Background: an optimization exercise with open tools, aiming at small area, a short achievable clock period and few clock cycles. Do not read the settings as production practice. Where RTL was checked, it was by simulation tests only, not by an equivalence proof against the original. The flow treats the clock pin as an ideal source. Dropping or thinning the clock tree relies on that and would not hold on a real chip. No activity file was given, so power comes from the tool's default toggle rates.

==> run a: inputs <==
## ni_apb_bridge
module ni_apb_bridge (
    input         clk,
    input         resetn,
    input  [15:0] i_flit,
    input         enable,
    output [15:0] o_flit,
    output        ready,
    output        valid_out,
    input  [31:0] prdata,
    input         pready,
    input         pslverr,
    output [13:0] paddr,
    output        psel,
    output        penable,
    output        pwrite,
    output [31:0] pwdata
);
  localparam [2:0] RX_IDLE = 3'b000, RX_B0 = 3'b001, RX_B1 = 3'b011, RX_B2 = 3'b010,
                   RX_B3 = 3'b110, RX_TL = 3'b111;
  localparam [2:0] BT_HD = 3'b000, BT_F1 = 3'b001, BT_F2 = 3'b011, BT_F3 = 3'b010,
                   BT_TL = 3'b110;
  reg [15:0] h_q, t_q, o_q;    
  reg [31:0] pw_q;             
  reg        e_q;              
  reg        rdy_q, psel_q, pen_q, vld_q;
  reg [2:0]  rx_q;
  reg        infl_q;           
  reg        pend_q;           
  reg [2:0]  bt_q;
  wire take   = rdy_q & enable;
  wire xend   = pen_q & pready;
  wire ofree  = ~vld_q | (bt_q == BT_TL);
  wire start  = (xend | pend_q) & ofree;
  wire [31:0] rd_perm = {prdata[1:0], prdata[31:18], prdata[17:2]};
  wire [31:0] wr_flit = {i_flit[2:1], i_flit[15:1], i_flit[15:1]};
  wire [31:0] pw_d    = pen_q ? rd_perm : wr_flit;
  wire ld0 = xend | (rx_q == RX_B0);
  wire ld1 = xend | (rx_q == RX_B1);
  wire ld2 = xend | (rx_q == RX_B2);
  always @(posedge clk) begin
    if (!resetn) begin
      rdy_q  <= 1'b1;
      rx_q   <= RX_IDLE;
      infl_q <= 1'b0;
      psel_q <= 1'b0;
      pen_q  <= 1'b0;
      pend_q <= 1'b0;
      vld_q  <= 1'b0;
    end else begin
      case (rx_q)
        RX_IDLE: if (take) rx_q <= RX_B0;
        RX_B0:   rx_q <= RX_B1;
        RX_B1:   rx_q <= RX_B2;
        RX_B2:   rx_q <= RX_B3;
        RX_B3:   rx_q <= RX_TL;
        default: rx_q <= RX_IDLE;
      endcase
      if (take) infl_q <= 1'b1;
      else if (start) infl_q <= 1'b0;
      rdy_q <= ~take & (rx_q == RX_IDLE || rx_q == RX_TL) & (~infl_q | start);
      if ((rx_q == RX_B0 && !i_flit[1]) || (rx_q == RX_B2 && pw_q[0])) psel_q <= 1'b1;
      else if (xend) psel_q <= 1'b0;
      pen_q  <= psel_q & ~xend;
      pend_q <= (xend | pend_q) & ~start;
      if (start) vld_q <= 1'b1;
  ...
==> module ni_apb_bridge, before the edit <==
module ni_apb_bridge (
    input         clk,
    input         resetn,
    input  [15:0] i_flit,
    input         enable,
    output [15:0] o_flit,
    output        ready,
    output        valid_out,
    input  [31:0] prdata,
    input         pready,
    input         pslverr,
    output [13:0] paddr,
    output        psel,
    output        penable,
    output        pwrite,
    output [31:0] pwdata
);
  localparam [2:0] RX_IDLE = 3'b000, RX_B0 = 3'b001, RX_B1 = 3'b011, RX_B2 = 3'b010,
                   RX_B3 = 3'b110, RX_TL = 3'b111;
  localparam [2:0] BT_HD = 3'b000, BT_F1 = 3'b001, BT_F2 = 3'b011, BT_F3 = 3'b010,
                   BT_TL = 3'b110;
  reg [15:0] h_q, t_q, o_q;    
  reg [31:0] pw_q;             
  reg        e_q;              
  reg        rdy_q, psel_q, pen_q, vld_q;
  reg [2:0]  rx_q;
  reg        infl_q;           
  reg        pend_q;           
  reg [2:0]  bt_q;
  wire take   = rdy_q & enable;
  wire xend   = pen_q & pready;
  wire ofree  = ~vld_q | (bt_q == BT_TL);
  wire start  = (xend | pend_q) & ofree;
  wire [31:0] rd_perm = {prdata[1:0], prdata[31:18], prdata[17:2]};
  wire [31:0] wr_flit = {i_flit[2:1], i_flit[15:1], i_flit[15:1]};
  wire [31:0] pw_d    = pen_q ? rd_perm : wr_flit;
  wire ld0 = xend | (rx_q == RX_B0);
  wire ld1 = xend | (rx_q == RX_B1);
  wire ld2 = xend | (rx_q == RX_B2);
  always @(posedge clk) begin
    if (!resetn) begin
      rdy_q  <= 1'b1;
      rx_q   <= RX_IDLE;
      infl_q <= 1'b0;
      psel_q <= 1'b0;
      pen_q  <= 1'b0;
      pend_q <= 1'b0;
      vld_q  <= 1'b0;
    end else begin
      case (rx_q)
        RX_IDLE: if (take) rx_q <= RX_B0;
        RX_B0:   rx_q <= RX_B1;
        RX_B1:   rx_q <= RX_B2;
        RX_B2:   rx_q <= RX_B3;
        RX_B3:   rx_q <= RX_TL;
        default: rx_q <= RX_IDLE;
      endcase
      if (take) infl_q <= 1'b1;
      else if (start) infl_q <= 1'b0;
      rdy_q <= ~take & (rx_q == RX_IDLE || rx_q == RX_TL) & (~infl_q | start);
      if ((rx_q == RX_B0 && !i_flit[1]) || (rx_q == RX_B2 && pw_q[0])) psel_q <= 1'b1;
      else if (xend) psel_q <= 1'b0;
      pen_q  <= psel_q & ~xend;
      pend_q <= (xend | pend_q) & ~start;
      if (start) vld_q <= 1'b1;
      else if (bt_q == BT_TL) vld_q <= 1'b0;
    end
  end
  always @(posedge clk) begin
    if (rdy_q) h_q <= i_flit;
    if (rx_q == RX_TL) t_q <= i_flit;
    if (ld0) pw_q[14:0]  <= pw_d[14:0];
    if (ld1) pw_q[29:15] <= pw_d[29:15];
    if (ld2) pw_q[31:30] <= pw_d[31:30];
    if (pen_q) e_q <= pslverr;
    if (start) begin
      o_q  <= h_q;
      bt_q <= BT_HD;
    end else begin
      case (bt_q)
        BT_HD:   begin o_q <= {2'b00, pw_q[29:16]};      bt_q <= BT_F1; end
        BT_F1:   begin o_q <= pw_q[15:0];                bt_q <= BT_F2; end
        BT_F2:   begin o_q <= {pw_q[31:30], e_q, 13'b0}; bt_q <= BT_F3; end
        default: begin o_q <= t_q;                       bt_q <= BT_TL; end
      endcase
    end
  end
  assign ready     = rdy_q;
  assign valid_out = vld_q;
  assign o_flit    = o_q;
  assign psel      = psel_q;
  assign penable   = pen_q;
  assign paddr     = pw_q[14:1];
  assign pwrite    = pw_q[0];
  assign pwdata    = pw_q;
endmodule
Settings: LEC_CHECK=0, CAP_MARGIN=20, CORE_MARGIN=2, CORE_UTILIZATION=50, SETUP_SLACK_MARGIN=3.0, SLEW_MARGIN=20; clock period 5.0 ns.
standard.sh (not shown) runs the stock make flow with config.mk's settings and CLKGATE_MAP_FILE= SYNTH_SCRIPT=/design/flow/synth_recipe.tcl, a recipe that flattens the netlist after the stock synthesis.
==> flow/flow/run.sh <==
#!/bin/bash
# The standard layout, except:
#  - the port buffers are sky130_fd_sc_hd__buf_1 (buffer_ports otherwise
#    picks clkdlybuf4s50_1, a slow delay cell);
#  - the clock tree is three clkbuf_16 fed from the clock port, each driving
#    a third of the flip-flops (see mantree.tcl), in place of TritonCTS's
#    two-level H-tree.
set -euo pipefail
export BUFFER_PORTS_ARGS="-buffer_cell sky130_fd_sc_hd__buf_1"
export PRE_CTS_TCL="$PWD/flow/pre_cts.tcl"
bash standard.sh finish > standard_flow.log 2>&1
==> flow/flow/mantree.tcl <==
# Clock tree of NB clkbuf_16 buffers, each driving a slice of the flip-flops
# (sorted by x), all fed straight from the clock port.
proc manual_clock_tree { nb } {
  set block [ord::get_db_block]
  set clknet [$block findNet clk]
  set master [[ord::get_db] findMaster sky130_fd_sc_hd__clkbuf_16]
  set sinks {}
  foreach it [$clknet getITerms] {
    set inst [$it getInst]
    set bb [$inst getBBox]
    lappend sinks [list [expr {([$bb xMin] + [$bb xMax]) / 2}] [expr {([$bb yMin] + [$bb yMax]) / 2}] $it]
  }
  set sinks [lsort -integer -index 0 $sinks]
  set n [llength $sinks]
  for {set b 0} {$b < $nb} {incr b} {
    set lo [expr {$b * $n / $nb}]
    set hi [expr {($b + 1) * $n / $nb - 1}]
    set grp [lrange $sinks $lo $hi]
    set sx 0; set sy 0
    foreach s $grp { incr sx [lindex $s 0]; incr sy [lindex $s 1] }
    set cx [expr {$sx / [llength $grp]}]
    set cy [expr {$sy / [llength $grp]}]
    set inst [odb::dbInst_create $block $master clkman_$b]
    set net [odb::dbNet_create $block clkman_net_$b]
    $net setSigType CLOCK
    [$inst findITerm A] connect $clknet
    [$inst findITerm X] connect $net
    foreach s $grp {
      set it [lindex $s 2]
      $it disconnect
      $it connect $net
    }
    $inst setLocation $cx $cy
    $inst setPlacementStatus PLACED
  }
}
==> flow/flow/pre_cts.tcl <==
# Sourced by ORFS's cts.tcl before clock tree synthesis (PRE_CTS_TCL): build
# the clock tree by hand instead, as a few clkbuf_16 fed from the clock port.
source [file join [file dirname [info script]] mantree.tcl]
rename clock_tree_synthesis orfs_clock_tree_synthesis
proc clock_tree_synthesis { args } {
  manual_clock_tree 3
  set_propagated_clock [all_clocks]
}
==> run b: changes against run a <==
==> flow/design.v (replaced) <==
module ni_apb_bridge (
    input         clk,
    input         resetn,
    input  [15:0] i_flit,
    input         enable,
    output [15:0] o_flit,
    output        ready,
    output        valid_out,
    input  [31:0] prdata,
    input         pready,
    input         pslverr,
    output [13:0] paddr,
    output        psel,
    output        penable,
    output        pwrite,
    output [31:0] pwdata
);
  reg [15:0] h_q, t_q, o_q;    
  reg [31:0] pw_q;             
  reg        e_q;              
  reg        rdy_q, psel_q, pen_q, vld_q;
  reg [2:0]  rx_q;             
  reg        infl_q;           
  reg        pend_q;           
  reg [2:0]  beat_q;           
  wire take   = rdy_q & enable;
  wire xend   = pen_q & pready;
  wire ofree  = ~vld_q | (beat_q == 3'd4);
  wire start  = (xend | pend_q) & ofree;
  wire [31:0] rd_perm = {prdata[1:0], prdata[31:18], prdata[17:2]};
  always @(posedge clk) begin
    if (!resetn) begin
      rdy_q  <= 1'b1;
      rx_q   <= 3'd0;
      infl_q <= 1'b0;
      psel_q <= 1'b0;
      pen_q  <= 1'b0;
      pend_q <= 1'b0;
      vld_q  <= 1'b0;
    end else begin
      if (take) rx_q <= 3'd1;
      else if (rx_q == 3'd5) rx_q <= 3'd0;
      else if (rx_q != 3'd0) rx_q <= rx_q + 3'd1;
      if (take) infl_q <= 1'b1;
      else if (start) infl_q <= 1'b0;
      rdy_q <= ~take & (rx_q == 3'd0 || rx_q == 3'd5) & (~infl_q | start);
      if ((rx_q == 3'd1 && !i_flit[1]) || (rx_q == 3'd3 && pw_q[0])) psel_q <= 1'b1;
      else if (xend) psel_q <= 1'b0;
      pen_q  <= psel_q & ~xend;
      pend_q <= (xend | pend_q) & ~start;
      if (start) vld_q <= 1'b1;
      else if (beat_q == 3'd4) vld_q <= 1'b0;
    end
  end
  always @(posedge clk) begin
    if (rdy_q) h_q <= i_flit;
    if (rx_q == 3'd5) t_q <= i_flit;
    if (xend) begin
      pw_q <= rd_perm;
      e_q  <= pslverr;
    end else begin
      if (rx_q == 3'd1) pw_q[14:0] <= i_flit[15:1];
      if (rx_q == 3'd2) pw_q[29:15] <= i_flit[15:1];
      if (rx_q == 3'd3) pw_q[31:30] <= i_flit[2:1];
    end
    if (start) begin
      o_q    <= h_q;
      beat_q <= 3'd0;
    end else begin
      beat_q <= beat_q + 3'd1;
      case (beat_q)
        3'd0:    o_q <= {2'b00, pw_q[29:16]};
        3'd1:    o_q <= pw_q[15:0];
        3'd2:    o_q <= {pw_q[31:30], e_q, 13'b0};
        default: o_q <= t_q;
      endcase
    end
  end
  assign ready     = rdy_q;
  assign valid_out = vld_q;
  assign o_flit    = o_q;
  assign psel      = psel_q;
  assign penable   = pen_q;
  assign paddr     = pw_q[14:1];
  assign pwrite    = pw_q[0];
  assign pwdata    = pw_q;
endmodule
==> flow/flow/run.sh (replaced) <==
#!/bin/bash
# The standard layout, with the port buffers made from sky130_fd_sc_hd__buf_1
# (buffer_ports otherwise picks clkdlybuf4s50_1, a slow delay cell).
set -euo pipefail
export BUFFER_PORTS_ARGS="-buffer_cell sky130_fd_sc_hd__buf_1"
bash standard.sh finish > standard_flow.log 2>&1
Settings changed: CORE_UTILIZATION 50 to 40, SETUP_SLACK_MARGIN 3.0 to 3.6.
removed: flow/flow/mantree.tcl
removed: flow/flow/pre_cts.tcl
==> run c: changes against run a <==
--- a/flow/design.v
+++ b/flow/design.v
@@ -17,8 +17,6 @@
 );
   localparam [2:0] RX_IDLE = 3'b000, RX_B0 = 3'b001, RX_B1 = 3'b011, RX_B2 = 3'b010,
                    RX_B3 = 3'b110, RX_TL = 3'b111;
-  localparam [2:0] BT_HD = 3'b000, BT_F1 = 3'b001, BT_F2 = 3'b011, BT_F3 = 3'b010,
-                   BT_TL = 3'b110;
   reg [15:0] h_q, t_q, o_q;    
   reg [31:0] pw_q;             
   reg        e_q;              
@@ -26,14 +24,16 @@
   reg [2:0]  rx_q;
   reg        infl_q;           
   reg        pend_q;           
-  reg [2:0]  bt_q;
+  reg [3:0]  bt_q;             
   wire take   = rdy_q & enable;
   wire xend   = pen_q & pready;
-  wire ofree  = ~vld_q | (bt_q == BT_TL);
+  wire ofree  = ~vld_q | bt_q[3];
   wire start  = (xend | pend_q) & ofree;
   wire [31:0] rd_perm = {prdata[1:0], prdata[31:18], prdata[17:2]};
   wire [31:0] wr_flit = {i_flit[2:1], i_flit[15:1], i_flit[15:1]};
-  wire [31:0] pw_d    = pen_q ? rd_perm : wr_flit;
+  wire rx_b01 = ~rx_q[2] & rx_q[0];    
+  wire [31:0] pw_d = {(rx_q == RX_B2 && !pen_q) ? wr_flit[31:30] : rd_perm[31:30],
+                      rx_b01 ? wr_flit[29:0] : rd_perm[29:0]};
   wire ld0 = xend | (rx_q == RX_B0);
   wire ld1 = xend | (rx_q == RX_B1);
   wire ld2 = xend | (rx_q == RX_B2);
@@ -63,7 +63,7 @@
       pen_q  <= psel_q & ~xend;
       pend_q <= (xend | pend_q) & ~start;
       if (start) vld_q <= 1'b1;
-      else if (bt_q == BT_TL) vld_q <= 1'b0;
+      else if (bt_q[3]) vld_q <= 1'b0;
     end
   end
   always @(posedge clk) begin
@@ -73,16 +73,15 @@
     if (ld1) pw_q[29:15] <= pw_d[29:15];
     if (ld2) pw_q[31:30] <= pw_d[31:30];
     if (pen_q) e_q <= pslverr;
-    if (start) begin
+    if (ofree) begin
       o_q  <= h_q;
-      bt_q <= BT_HD;
+      bt_q <= 4'b0000;
     end else begin
-      case (bt_q)
-        BT_HD:   begin o_q <= {2'b00, pw_q[29:16]};      bt_q <= BT_F1; end
-        BT_F1:   begin o_q <= pw_q[15:0];                bt_q <= BT_F2; end
-        BT_F2:   begin o_q <= {pw_q[31:30], e_q, 13'b0}; bt_q <= BT_F3; end
-        default: begin o_q <= t_q;                       bt_q <= BT_TL; end
-      endcase
+      bt_q <= {bt_q[2:0], ~|bt_q[2:0]};
+      o_q  <= ({16{~|bt_q[2:0]}} & {2'b00, pw_q[29:16]})
+            | ({16{bt_q[0]}} & pw_q[15:0])
+            | ({16{bt_q[1]}} & {pw_q[31:30], e_q, 13'b0})
+            | ({16{bt_q[2]}} & t_q);
     end
   end
   assign ready     = rdy_q;
==> flow/flow/run.sh (replaced) <==
#!/bin/bash
# The standard layout, except:
#  - the port buffers are sky130_fd_sc_hd__buf_1 (buffer_ports otherwise
#    picks clkdlybuf4s50_1, a slow delay cell);
#  - the clock tree is four clkbuf_16 fed from the clock port, each driving
#    a quarter of the flip-flops (see mantree.tcl), in place of TritonCTS's
#    two-level H-tree.
set -euo pipefail
export BUFFER_PORTS_ARGS="-buffer_cell sky130_fd_sc_hd__buf_1"
export PRE_CTS_TCL="$PWD/flow/pre_cts.tcl"
bash standard.sh finish > standard_flow.log 2>&1
--- a/flow/flow/pre_cts.tcl
+++ b/flow/flow/pre_cts.tcl
@@ -3,6 +3,6 @@
 source [file join [file dirname [info script]] mantree.tcl]
 rename clock_tree_synthesis orfs_clock_tree_synthesis
 proc clock_tree_synthesis { args } {
-  manual_clock_tree 3
+  manual_clock_tree 4
   set_propagated_clock [all_clocks]
 }
Settings changed: CORE_UTILIZATION 50 to 60, PLACE_DENSITY set to 0.8, SETUP_SLACK_MARGIN 3.0 to 3.2.
==> qor summary <==
metric	run a	run b	run c
Clock network latency to the later pin of the worst-skew pair	0.17 ns	0.37 ns	0.16 ns
WL met3	353 um	980 um	453 um
Critical path class	input pin to register	register to primary output	register to primary output
Startpoint type of the worst setup path	input pin	register	register
Status	complete, no violations	complete, no violations	complete, no violations
Post-placement cell count	500	554	452
Detail Placement HPWL	5355 um	6971 um	5294 um
Combinational fraction of design power	11.0%	36.8%	15.0%
Worst setup path start	pready	pw_q[13]	pw_q[0]
Inverters	3	15	1
Area share of the largest cell type after synthesis	51.60%	50.44%	54.34%
Largest driver fanout on the critical path	15	3	4
Power Clock	0.000296 W	0.000543 W	0.000329 W
Number of gates on the worst path with buffers counted	3	1	1
Multi-In Gates	184	212	161
Clock network fraction of design power	21.6%	21.2%	21.9%
Xor and xnor fraction of the mapped netlist area	0%	0.2263%	0%
Testbench counts of run b, summed over its fixed seeds: cycles 10,485.
Testbench counts of run c, summed over its fixed seeds: cycles 10,485.
Function not checked in run a: the RTL went through the layout flow alone. The clock cells of run a and run c come from the design's own scripts or RTL, not from TritonCTS.

==> port drivers added, routing unchanged <==
The results above use ideal ports. As a check the final layouts listed here were re-extracted and re-timed, cells and wires unchanged. Step 1 (the two cells are an assumption about what drives the block):
set clk [get_ports {clk}]
set_driving_cell -lib_cell sky130_fd_sc_hd__clkbuf_16 $clk
set_driving_cell -lib_cell sky130_fd_sc_hd__buf_2 [delete_from_list [all_inputs] $clk]
Step 2 also shifts input and output timing later by t, the mid clock arrival at the registers, as if the neighbouring blocks saw the same clock. Three values: ideal ports, drivers, drivers and shift; two values: the first two.
| run | t, ns | slack for setup (ns) | worst setup path after step 2 |
|---|---|---|---|
| run a | 0.229 | 3.047 / 3.034 / 2.853 | input to register |
| run b | 0.392 | 2.956 / 2.924 / 3.031 | input to register |
| run c | 0.217 | 3.223 / 3.158 / 3.094 | input to register |
After both steps every run listed still meets setup and hold. The setup slack of run a, which loses most, moves by -0.013 ns with the drivers and by -0.194 ns with both steps.
